Background: an optimization exercise with open tools, aiming at small area, a short achievable clock period and few clock cycles. Do not read the settings as production practice.
Function was checked by simulation only, so behaviour that the tests miss may differ from the original.
Power and IR drop assume default switching activity.

==> module systolic_array_4x8, before the edit <==
module systolic_array_4x8 (
  input  wire         clk,
  input  wire         first,
  input  wire [47:0]  a_enc,    
  input  wire [63:0]  b_bus,    
  input  wire [2:0]   wsel,     
  input  wire [15:0]  wn,       
  output reg  [127:0] c_row
  );
  wire [15:0] S [0:31];
  wire [15:0] C [0:31];
  wire [15:0] H [0:31];
  wire [1:0]  Q [0:31];
  genvar r, c;
  generate
    for (r = 0; r < 4; r = r + 1) begin : g_row
      for (c = 0; c < 8; c = c + 1) begin : g_col
        PE pe (.clk(clk), .first(first),
               .one(a_enc[47-12*r -: 4]), .two(a_enc[43-12*r -: 4]), .neg(a_enc[39-12*r -: 4]),
               .b(b_bus[63-8*c -: 8]),
               .S(S[r*8+c]), .C(C[r*8+c]), .H(H[r*8+c]), .Q(Q[r*8+c]));
      end
    end
  endgenerate
  reg [15:0] rS [0:3];
  reg [15:0] rC [0:3];
  reg [15:0] rH [0:3];
  reg [1:0]  rQ [0:3];
  reg [15:0] rN;
  integer j;
  always @(posedge clk)
  begin
    rN <= wn;
    for (j = 0; j < 4; j = j + 1)
    begin
      rS[j] <= S[{wsel, j[1:0]}];
      rC[j] <= C[{wsel, j[1:0]}];
      rH[j] <= H[{wsel, j[1:0]}];
      rQ[j] <= Q[{wsel, j[1:0]}];
    end
  end
  genvar q;
  generate
    for (q = 0; q < 4; q = q + 1) begin : g_out
      wire [1:0]  qv = {1'b0, rQ[q][0]} + {1'b0, rQ[q][1]} + 2'd1;
      wire [15:0] nn = ~rN;
      wire [15:0] hs = rH[q] ^ nn ^ {14'd0, qv};
      wire [15:0] hc = (rH[q] & nn) | (rH[q] & {14'd0, qv}) | (nn & {14'd0, qv});
      wire [16:0] lo  = {1'b0, rS[q]} + {1'b0, rC[q]};
      wire [15:0] hi0 = hs + {hc[14:0], 1'b0};
      wire [15:0] hi1 = hs + {hc[14:0], 1'b1};
      always @*
        c_row[127-32*q -: 32] = {lo[16] ? hi1 : hi0, lo[15:0]};
    end
  endgenerate
endmodule
Settings: LEC_CHECK=0, CAP_MARGIN=20, CORE_MARGIN=2, CORE_UTILIZATION=60, SLEW_MARGIN=20; clock period 10.0 ns.
standard.sh (not shown) runs the stock make flow with config.mk's settings and CLKGATE_MAP_FILE= SYNTH_SCRIPT=/design/flow/synth_recipe.tcl, a recipe that flattens the netlist after the stock synthesis.
==> flow/flow/run.sh <==
#!/bin/bash
# Layout flow: the standard ORFS flow (standard synthesis unchanged), with
# timing repair (floorplan, CTS, global route) aiming for SETUP_MARGIN ns of
# setup slack at the design's clock period, so that the layout is repaired
# towards a shorter achieved period. Everything else is standard.sh.
set -euo pipefail
SETUP_MARGIN=6.4
bash standard.sh SETUP_SLACK_MARGIN=$SETUP_MARGIN finish > make_finish.log 2>&1
Testbench counts at the start, summed over its fixed seeds: cycles 577,824.
==> next run, changes <==
--- a/flow/design.v
+++ b/flow/design.v
@@ -274,15 +274,12 @@
     for (q = 0; q < 4; q = q + 1) begin : g_out
       wire [1:0]  qv = {1'b0, rQ[q][0]} + {1'b0, rQ[q][1]} + 2'd1;
       wire [15:0] nn = ~rN;
       wire [15:0] hs = rH[q] ^ nn ^ {14'd0, qv};
       wire [15:0] hc = (rH[q] & nn) | (rH[q] & {14'd0, qv}) | (nn & {14'd0, qv});
-      wire [16:0] lo  = {1'b0, rS[q]} + {1'b0, rC[q]};
-      wire [15:0] hi0 = hs + {hc[14:0], 1'b0};
-      wire [15:0] hi1 = hs + {hc[14:0], 1'b1};
       always @*
-        c_row[127-32*q -: 32] = {lo[16] ? hi1 : hi0, lo[15:0]};
+        c_row[127-32*q -: 32] = {hs, rS[q]} + {hc[14:0], 1'b0, rC[q]};
     end
   endgenerate
 endmodule
 module TPU(
     input         clk,
What happened: Power goes up by about 0.34%; sequential cell count stays the same; design area goes up by 0.62%; wire length rose by about 5%; utilization went up by 0.23 points; fmax decreases by 6.4%; register-to-register slack gets worse by 0.25 ns; clock-buffer cell count goes up by 8; worst hold slack gets better by 0.0056 ns; cell count is higher by about 2%; setup slack loses 0.25 ns.
Testbench counts after the change, summed over its fixed seeds: cycles 577,824.

## re-timing with driven ports
The flow's constraints put no driver on any port. The routed layouts listed below were extracted and timed again, unchanged, in two steps. Step 1 (the two cells are an assumption about what drives the block):
set clk [get_ports {clk}]
set_driving_cell -lib_cell sky130_fd_sc_hd__clkbuf_16 $clk
set_driving_cell -lib_cell sky130_fd_sc_hd__buf_2 [delete_from_list [all_inputs] $clk]
Step 2 adds t to the input delays and takes it off the output delays; t is the mean of the earliest and latest rising clock arrival at the registers after step 1. Input paths then give back, and output paths get back, about the clock's delay inside the block. Slacks: no drivers / after step 1 / after step 2; pairs: no drivers / after step 1.
run | t (ns) | setup slack, ns | worst hold slack (ns) | worst setup path after step 2
the first run | 1.000 | 6.372 / 6.350 / 5.691 | 0.317 / 0.317 / 0.317 | input to register
the second run | 1.036 | 6.123 / 6.123 / 5.761 | 0.323 / 0.323 / 0.323 | input to register
After both steps setup and hold are still met in every run listed. The setup slack of the first run, which loses most, moves by -0.022 ns with the drivers and by -0.681 ns with both steps.
